This design comes from an exercise in tuning for small area on the open sky130 flow, not from production work.
The RTL was checked by simulation tests, not by an equivalence proof against the original design.
No activity file was given, so power comes from the tool's default toggle rates.

run 1:
==> flow/design.v (excerpt) <==
module alu #(
    parameter WIDTH     = 8,
    parameter BITS      = 64,
    parameter PRECISION = 2
) (
    input  logic                 clk, rst,
    input  logic [     BITS-1:0] a,
    input  logic [     BITS-1:0] b,
    output logic [     BITS-1:0] result_final,
    input  logic [PRECISION-1:0] precision,
    input  logic [          3:0] opcode,
    output logic                 carry
);
Size in the first run: roughly 900 cells after synthesis, ~8800 um2 of cells after synthesis.
export LEC_CHECK = 0
export CAP_MARGIN = 20
export CORE_MARGIN = 2
export CORE_UTILIZATION = 40
export GPL_TIMING_DRIVEN = 0
export SLEW_MARGIN = 20
export SYNTH_HIERARCHICAL = 1
export SYNTH_MINIMUM_KEEP_SIZE = 0
create_clock -name core_clock -period 6.0 [get_ports {clk}]
standard.sh (not shown) runs the stock make flow with config.mk's settings and CLKGATE_MAP_FILE= SYNTH_SCRIPT=/design/flow/synth_recipe.tcl, a recipe that flattens the netlist after the stock synthesis.
==> flow/flow/run.sh <==
#!/bin/bash
# Standard synthesis, then every combinational cell is set to its smallest
# drive strength (the layout's repair steps size up what timing needs), then
# the standard layout with the ports buffered by buf_1.
set -euo pipefail
bash standard.sh synth > synth.log 2>&1
openroad -no_init -exit flow/downsize.tcl > downsize.log 2>&1
export BUFFER_PORTS_ARGS="-buffer_cell sky130_fd_sc_hd__buf_1"
bash standard.sh > layout.log 2>&1
==> flow/flow/downsize.tcl <==
# Swap each combinational cell of the synthesized netlist to the _1 (or _0)
# drive strength of the same cell, when that is smaller.
set odb_file orfs/results/sky130hd/alu/base/1_synth.odb
read_db $odb_file
set db [ord::get_db]
set n 0
foreach inst [[ord::get_db_block] getInsts] {
  set m [$inst getMaster]
  set name [$m getName]
  if { ![regexp {^(sky130_fd_sc_hd__[a-z0-9]+)_([0-9]+)$} $name -> base drive] } { continue }
  if { [regexp {__(df|dl|sdf|edf|conb|tap|fill|decap|clkdlybuf|dlygate|dlymetal)} $base] } { continue }
  set best $m
  foreach d {0 1} {
    set cand [$db findMaster ${base}_$d]
    if { $cand ne "NULL" && [expr {[$cand getWidth] < [[set best] getWidth]}] } { set best $cand }
  }
  if { $best ne $m } {
    $inst swapMaster $best
    incr n
  }
}
puts "downsized $n instances"
write_db $odb_file
## Diff of input files: run 2 against run 1
# run 1
export LEC_CHECK = 0
export CAP_MARGIN = 20
export CORE_MARGIN = 2
export CORE_UTILIZATION = 40
export GPL_TIMING_DRIVEN = 0
export SLEW_MARGIN = 20
export SYNTH_HIERARCHICAL = 1
export SYNTH_MINIMUM_KEEP_SIZE = 0
create_clock -name core_clock -period 6.0 [get_ports {clk}]
# run 2
export LEC_CHECK = 0
export CAP_MARGIN = 20
export CORE_MARGIN = 2
export CORE_UTILIZATION = 60
export CTS_BUF_LIST = sky130_fd_sc_hd__clkbuf_4 sky130_fd_sc_hd__clkbuf_8
export GPL_TIMING_DRIVEN = 0
export SLEW_MARGIN = 20
export SYNTH_HIERARCHICAL = 1
export SYNTH_MINIMUM_KEEP_SIZE = 0
create_clock -name core_clock -period 6.0 [get_ports {clk}]
## What came out
Status: worst hold slack parity (run 2, run 1). Footprint of the multi-input gates | run 2 below run 1. Between run 2 and run 1, the post-route clock period utilization does not differ in any meaningful way. Run 2 did not stop at any stage, and its layout met the timing, design-rule and antenna checks. Run 1 reached the final stage; the timing, design-rule and antenna checks on its layout passed. For run 2, the master of the slowest instance on the critical path was sky130_fd_sc_hd__a222oi_1, unlike run 1, where it was sky130_fd_sc_hd__mux2_1. Die height is lower on run 2. Re number of gates on the worst path with buffers counted: run 1 was higher than run 2. Compared with run 1, run 2 shows a non-clock buffer count that is 10 lower. Run 1 leaves less setup margin than run 2. Worst-case vdd ir drop deteriorates in run 2 relative to run 1.
For run 3, these inputs were changed with respect to run 2:
# run 2
export LEC_CHECK = 0
export CAP_MARGIN = 20
export CORE_MARGIN = 2
export CORE_UTILIZATION = 60
export CTS_BUF_LIST = sky130_fd_sc_hd__clkbuf_4 sky130_fd_sc_hd__clkbuf_8
export GPL_TIMING_DRIVEN = 0
export SLEW_MARGIN = 20
export SYNTH_HIERARCHICAL = 1
export SYNTH_MINIMUM_KEEP_SIZE = 0
create_clock -name core_clock -period 6.0 [get_ports {clk}]
# run 3
export LEC_CHECK = 0
export CAP_MARGIN = 0
export CORE_MARGIN = 2
export CORE_UTILIZATION = 60
export CTS_BUF_LIST = sky130_fd_sc_hd__clkbuf_2 sky130_fd_sc_hd__clkbuf_4
export CTS_CLUSTER_SIZE = 30
export GPL_TIMING_DRIVEN = 0
export SLEW_MARGIN = 0
export SYNTH_HIERARCHICAL = 1
export SYNTH_MINIMUM_KEEP_SIZE = 0
create_clock -name core_clock -period 6.0 [get_ports {clk}]
## What came out
- Run 3 finished every stage and its layout cleared the timing, design-rule and antenna checks.
- From run 2 to run 3 the numbers moved as follows: wire length about even, final worst setup slack saw an increase, switching share of power went up by 2.6 points.
[inputs] run 4 vs run 3
# run 3
export LEC_CHECK = 0
export CAP_MARGIN = 0
export CORE_MARGIN = 2
export CORE_UTILIZATION = 60
export CTS_BUF_LIST = sky130_fd_sc_hd__clkbuf_2 sky130_fd_sc_hd__clkbuf_4
export CTS_CLUSTER_SIZE = 30
export GPL_TIMING_DRIVEN = 0
export SLEW_MARGIN = 0
export SYNTH_HIERARCHICAL = 1
export SYNTH_MINIMUM_KEEP_SIZE = 0
create_clock -name core_clock -period 6.0 [get_ports {clk}]
# run 4
export LEC_CHECK = 0
export CAP_MARGIN = 10
export CORE_MARGIN = 2
export CORE_UTILIZATION = 70
export CTS_BUF_LIST = sky130_fd_sc_hd__clkbuf_2 sky130_fd_sc_hd__clkbuf_4
export CTS_CLUSTER_SIZE = 30
export GPL_TIMING_DRIVEN = 0
export SLEW_MARGIN = 10
export SYNTH_HIERARCHICAL = 1
export SYNTH_MINIMUM_KEEP_SIZE = 0
create_clock -name core_clock -period 6.0 [get_ports {clk}]
==> run notes <==
Diff run 3 and run 4: count of non-filler cells in the finished layout lower in run 4. Relative to run 3, the clock network area share of run 4 is higher by 0.53 points. Re cell depth of the worst hold path: no difference whatsoever between run 4 and run 3. Run 4 against run 3: switching power was more or less identical; non-clock buffer count went down by 1; number of standard-cell rows in the floorplan went down by about 9%.
--- input diff run 4..run 5 ---
# run 4
export LEC_CHECK = 0
export CAP_MARGIN = 10
export CORE_MARGIN = 2
export CORE_UTILIZATION = 70
export CTS_BUF_LIST = sky130_fd_sc_hd__clkbuf_2 sky130_fd_sc_hd__clkbuf_4
export CTS_CLUSTER_SIZE = 30
export GPL_TIMING_DRIVEN = 0
export SLEW_MARGIN = 10
export SYNTH_HIERARCHICAL = 1
export SYNTH_MINIMUM_KEEP_SIZE = 0
create_clock -name core_clock -period 6.0 [get_ports {clk}]
# run 5
export LEC_CHECK = 0
export CAP_MARGIN = 20
export CORE_MARGIN = 2
export CORE_UTILIZATION = 60
export CTS_BUF_LIST = sky130_fd_sc_hd__clkbuf_2 sky130_fd_sc_hd__clkbuf_4
export CTS_CLUSTER_SIZE = 30
export GPL_TIMING_DRIVEN = 0
export SLEW_MARGIN = 20
export SYNTH_HIERARCHICAL = 1
export SYNTH_MINIMUM_KEEP_SIZE = 0
create_clock -name core_clock -period 6.0 [get_ports {clk}]
==> run notes <==
Taking run 4 as the reference, in run 5 share of cell area taken by flip-flops and latches essentially unchanged; final net count saw little to no change. Run 5 reports a lower final critical delay including setup and external delays than run 4 does. From run 4 to run 5 the numbers moved as follows: multi-input gate share of total cell area went down, area of the core climbed 2300 um2.
### run 5 -> run 6
# run 5
export LEC_CHECK = 0
export CAP_MARGIN = 20
export CORE_MARGIN = 2
export CORE_UTILIZATION = 60
export CTS_BUF_LIST = sky130_fd_sc_hd__clkbuf_2 sky130_fd_sc_hd__clkbuf_4
export CTS_CLUSTER_SIZE = 30
export GPL_TIMING_DRIVEN = 0
export SLEW_MARGIN = 20
export SYNTH_HIERARCHICAL = 1
export SYNTH_MINIMUM_KEEP_SIZE = 0
create_clock -name core_clock -period 6.0 [get_ports {clk}]
# run 6
export LEC_CHECK = 0
export CAP_MARGIN = 20
export CORE_MARGIN = 2
export CORE_UTILIZATION = 60
export CTS_BUF_LIST = sky130_fd_sc_hd__clkbuf_2 sky130_fd_sc_hd__clkbuf_4
export CTS_CLUSTER_SIZE = 50
export GPL_TIMING_DRIVEN = 0
export SLEW_MARGIN = 20
export SYNTH_HIERARCHICAL = 1
export SYNTH_MINIMUM_KEEP_SIZE = 0
create_clock -name core_clock -period 6.0 [get_ports {clk}]
==> run notes <==
Run 6 -> run 5: combinational fraction of design power flat. Delta (run 6 minus run 5): area after synthesis held steady; area of the die did not really move; global-route usage level.

-- afterwards: timing with drivers on the ports --
In the flow no input, the clock included, has a driving cell. The finished layouts below were timed again as built, in two steps. Step 1: set_driving_cell puts a clkbuf_16 on clk and a buf_2 on each other input, an assumption about the parent block. Step 2, shift: input delay + t, output delay - t, t = (earliest + latest rising clock arrival at the registers) / 2. This alone moves slack from input paths to output paths. a / b / c = ideal ports / drivers / drivers and shift; a / b = the first two.
run	t (ns)	setup WS [ns]	worst setup path after step 2
run 1	0.457	0.209 / 0.213 / -0.244	input to register
run 2	0.495	0.215 / 0.211 / -0.284	input to register
run 3	0.587	0.240 / 0.228 / -0.360	input to register
run 4	0.599	0.170 / 0.160 / -0.438	input to register
run 5	0.581	0.316 / 0.300 / -0.281	input to register
run 6	0.581	0.316 / 0.300 / -0.281	input to register
Met with ideal ports but missed after step 2: setup timing in every run listed. For run 4, which loses most, drivers alone change the setup slack by -0.010 ns; drivers and shift together by -0.608 ns.
